What follows belongs to an exercise in optimizing a design on an open flow for small area; a production flow would make more cautious choices.
At most, simulation tests tie the RTL to the original design; equivalence was not proved.

## the baseline
==> flow/design.v <==
`timescale 1ns / 1ps
module pim_system #(
    parameter int BUS_WIDTH_BITS           = 64,
    parameter int CMD_SIZE_BITS            = 64,
    parameter int FETCH_BUS_TRANSFERS      = 128,
    parameter int MACS_PER_CYCLE           = 16,
    parameter int PIM_BASE_LATENCY_CYCLES  = 20,
    parameter int FETCH_CYCLES             = 5,
    parameter int STORE_CYCLES             = 5,
    parameter int SEQUENCER_FIFO_DEPTH     = 4,
    parameter int MICROPROG_LEN_WORDS      = 4,
    parameter int ADDR_WIDTH_BITS          = 64,
    parameter int MEM_DEPTH_WORDS          = 1024
)(
    input  logic clk,
    input  logic rst_n,
    input  logic cpu_cmd_valid,
    input  logic [CMD_SIZE_BITS-1:0]  cpu_cmd_data,
    output logic cpu_cmd_ready,
    input  logic cpu_microprog_valid,
    input  logic [CMD_SIZE_BITS*MICROPROG_LEN_WORDS-1:0] cpu_microprog_data,
    output logic cpu_microprog_ack,
    input  logic cpu_execute_seq_valid,
    output logic cpu_execute_seq_ready,
    output logic pim_system_idle,
    output logic sequencer_busy_out
);
    localparam int CW = 13;    
    localparam int EW = 4*CW;  
    function automatic logic [CW-1:0] encode(input logic [63:0] w);
        logic c, b, r;
        c = (w[63:56] == 8'h03);
        b = (w[63:56] == 8'h01) || (w[63:56] == 8'h02) || (w[63:56] == 8'h04);
        r = |w[3:0];
        encode = {!c || (w[4] && r), w[15:6], c ? w[5] : b, c && (w[4] || r)};
    endfunction
    logic [EW-1:0] mem [0:3];
    logic [1:0] wr_ptr_q, rd_ptr_q;
    logic       full_q;    
    logic       ack_q;
    logic       empty, full, do_write, do_read;
    logic [EW-1:0] wdata;
    assign wdata = {encode(cpu_microprog_data[255:192]), encode(cpu_microprog_data[191:128]),
                    encode(cpu_microprog_data[127:64]),  encode(cpu_microprog_data[63:0])};
    assign empty    = (wr_ptr_q == rd_ptr_q) && !full_q;
    assign full     = full_q;
    assign do_write = cpu_microprog_valid && !full;
    always_ff @(posedge clk) begin
        if (do_write) mem[wr_ptr_q] <= wdata;
    end
    always_ff @(posedge clk or negedge rst_n) begin
        if (!rst_n) begin
            wr_ptr_q <= '0;
            rd_ptr_q <= '0;
            full_q   <= 1'b0;
            ack_q    <= 1'b0;
        end else begin
            ack_q <= do_write;
            if (do_write) wr_ptr_q <= wr_ptr_q + 2'd1;
            if (do_read)  rd_ptr_q <= rd_ptr_q + 2'd1;
            if (do_read)       full_q <= 1'b0;
            else if (do_write) full_q <= (wr_ptr_q + 2'd1 == rd_ptr_q);
        end
    end
    logic [4:0] seq_q;
    logic [EW-1:0] prog_q;
    logic       seq_busy, seq_issue;
    logic       ctrl_busy, accept;
    assign seq_busy  = (seq_q != 5'd0);
    assign seq_issue = seq_q[4] && !seq_q[3] && !seq_q[0];
    assign do_read   = (seq_q == 5'd14);
    logic [EW-1:0] head;
    always_comb begin
        head = '0;
        for (int k = 0; k < 4; k++)
            head = head | (mem[k] & {EW{rd_ptr_q == 2'(k)}});
    end
    always_ff @(posedge clk) begin
        if (do_read) prog_q <= head;
    end
    always_ff @(posedge clk or negedge rst_n) begin
        if (!rst_n)
            seq_q <= 5'd0;
        else if (!seq_busy)
            seq_q <= empty ? 5'd0 : 5'd6;
        else if (seq_q[4] && seq_q[3])
            seq_q <= 5'd0;
        else if (!seq_q[4] || !ctrl_busy)
            seq_q <= seq_q + 5'd1;
    end
    logic [12:0] ctr_q;
    logic        rnd_q;
    logic [CW-1:0] code;
    logic [12:0]   start;
    always_comb begin
        code = encode(cpu_cmd_data) & {CW{!seq_issue}};
        for (int k = 0; k < 4; k++)
            code = code | (prog_q[k*CW +: CW] & {CW{seq_issue && seq_q[2:1] == 2'(k)}});
    end
    logic special;
    assign special = code[12] && !code[0];
    assign start = !special ? {1'b1, ~code[11:0]} : code[1] ? 13'd8075 : 13'd19;
    assign ctrl_busy = (ctr_q != {8'd0, 4'b1100, rnd_q});
    assign accept    = !ctrl_busy && (seq_issue || cpu_cmd_valid);
    always_ff @(posedge clk or negedge rst_n) begin
        if (!rst_n) begin
            ctr_q <= 13'd24;
            rnd_q <= 1'b0;
        end else if (accept) begin
            ctr_q <= start;
            rnd_q <= code[12] && code[0];
        end else if (ctrl_busy) begin
            ctr_q <= ctr_q + 13'd1;
        end
    end
    assign cpu_cmd_ready         = cpu_cmd_valid && !seq_issue && !ctrl_busy;
    assign cpu_microprog_ack     = ack_q;
    assign cpu_execute_seq_ready = !empty && !seq_busy;
    assign pim_system_idle       = !ctrl_busy && !seq_busy && empty;
    assign sequencer_busy_out    = seq_busy;
endmodule
clock: 5.0 ns
lec_check: 0
cap_margin: 20
core_margin: 2
core_utilization: 70
place_density: 0.8
slew_margin: 20
standard.sh (not shown) runs the stock make flow with config.mk's settings and CLKGATE_MAP_FILE= SYNTH_SCRIPT=/design/flow/synth_recipe.tcl, a recipe that flattens the netlist after the stock synthesis.
==> flow/flow/run.sh <==
#!/bin/bash
# Standard layout, with two changes: the port buffers are the smallest
# buffer (buf_1), and clock tree synthesis uses smaller clock buffers and
# no dummy loads.
set -euo pipefail
export BUFFER_PORTS_ARGS="-buffer_cell sky130_fd_sc_hd__buf_1"
export CTS_ARGS="-sink_clustering_enable -repair_clock_nets -dont_use_dummy_load -buf_list {sky130_fd_sc_hd__clkbuf_4} -sink_clustering_size 10 -sink_clustering_max_diameter 35"
bash standard.sh > standard.log 2>&1
The baseline: PASS, flow complete, no timing, DRC or antenna violations
Input-level comparison between the candidate and the baseline:
--- a/flow/design.v
+++ b/flow/design.v
@@ -77,6 +77,7 @@
     end
     always_ff @(posedge clk) begin
         if (do_read) prog_q <= head;
+        else if (seq_issue && !ctrl_busy) prog_q[EW-CW-1:0] <= prog_q[EW-1:CW];
     end
     always_ff @(posedge clk or negedge rst_n) begin
         if (!rst_n)
@@ -94,8 +95,7 @@
     logic [12:0]   start;
     always_comb begin
         code = encode(cpu_cmd_data) & {CW{!seq_issue}};
-        for (int k = 0; k < 4; k++)
-            code = code | (prog_q[k*CW +: CW] & {CW{seq_issue && seq_q[2:1] == 2'(k)}});
+        code = code | (prog_q[CW-1:0] & {CW{seq_issue}});
     end
     logic special;
     assign special = code[12] && !code[0];
--- outcome ---
On non-clock buffering overhead in the final layout, the baseline tracks the candidate almost exactly.
Across both runs, number of multi-input combinational cells in the layout was higher for the candidate than for the baseline.
The candidate leaves more setup margin than the baseline.
Between the candidate and the baseline, the difference in die area is negligible.
Summed instance area of the synthesized netlist across the candidate and the baseline: no real change.
The candidate vs. the baseline: total of plain and repair buffers excluding clock buffers lower, TritonCTS buffer count picked up an extra about 2.5%, fmax up about 2.7%, post-synthesis net count rose by 40.
For fraction of the core area covered by cells at the end of the flow, the candidate and the baseline come out practically identical.
No functional check of the RTL was part of the baseline.

==> separate check: timing with driven ports <==
The flow's constraints put no driver on any port. The routed layouts listed below were extracted and timed again, unchanged, in two steps.
Step 1, drivers: a clkbuf_16 drives clk and a buf_2 each remaining input, both assumed.
Step 2 also shifts input and output timing later by t, the mid clock arrival at the registers, as if the neighbouring blocks saw the same clock.
a / b / c = ideal ports / drivers / drivers and shift; a / b = the first two.
run	shift t [ns]	setup WS [ns]	worst setup path after step 2
the baseline	0.649	1.425 / 1.384 / 1.741	input to register
the candidate	0.649	1.518 / 1.477 / 1.845	input to register
After both steps every run listed still meets setup and hold.
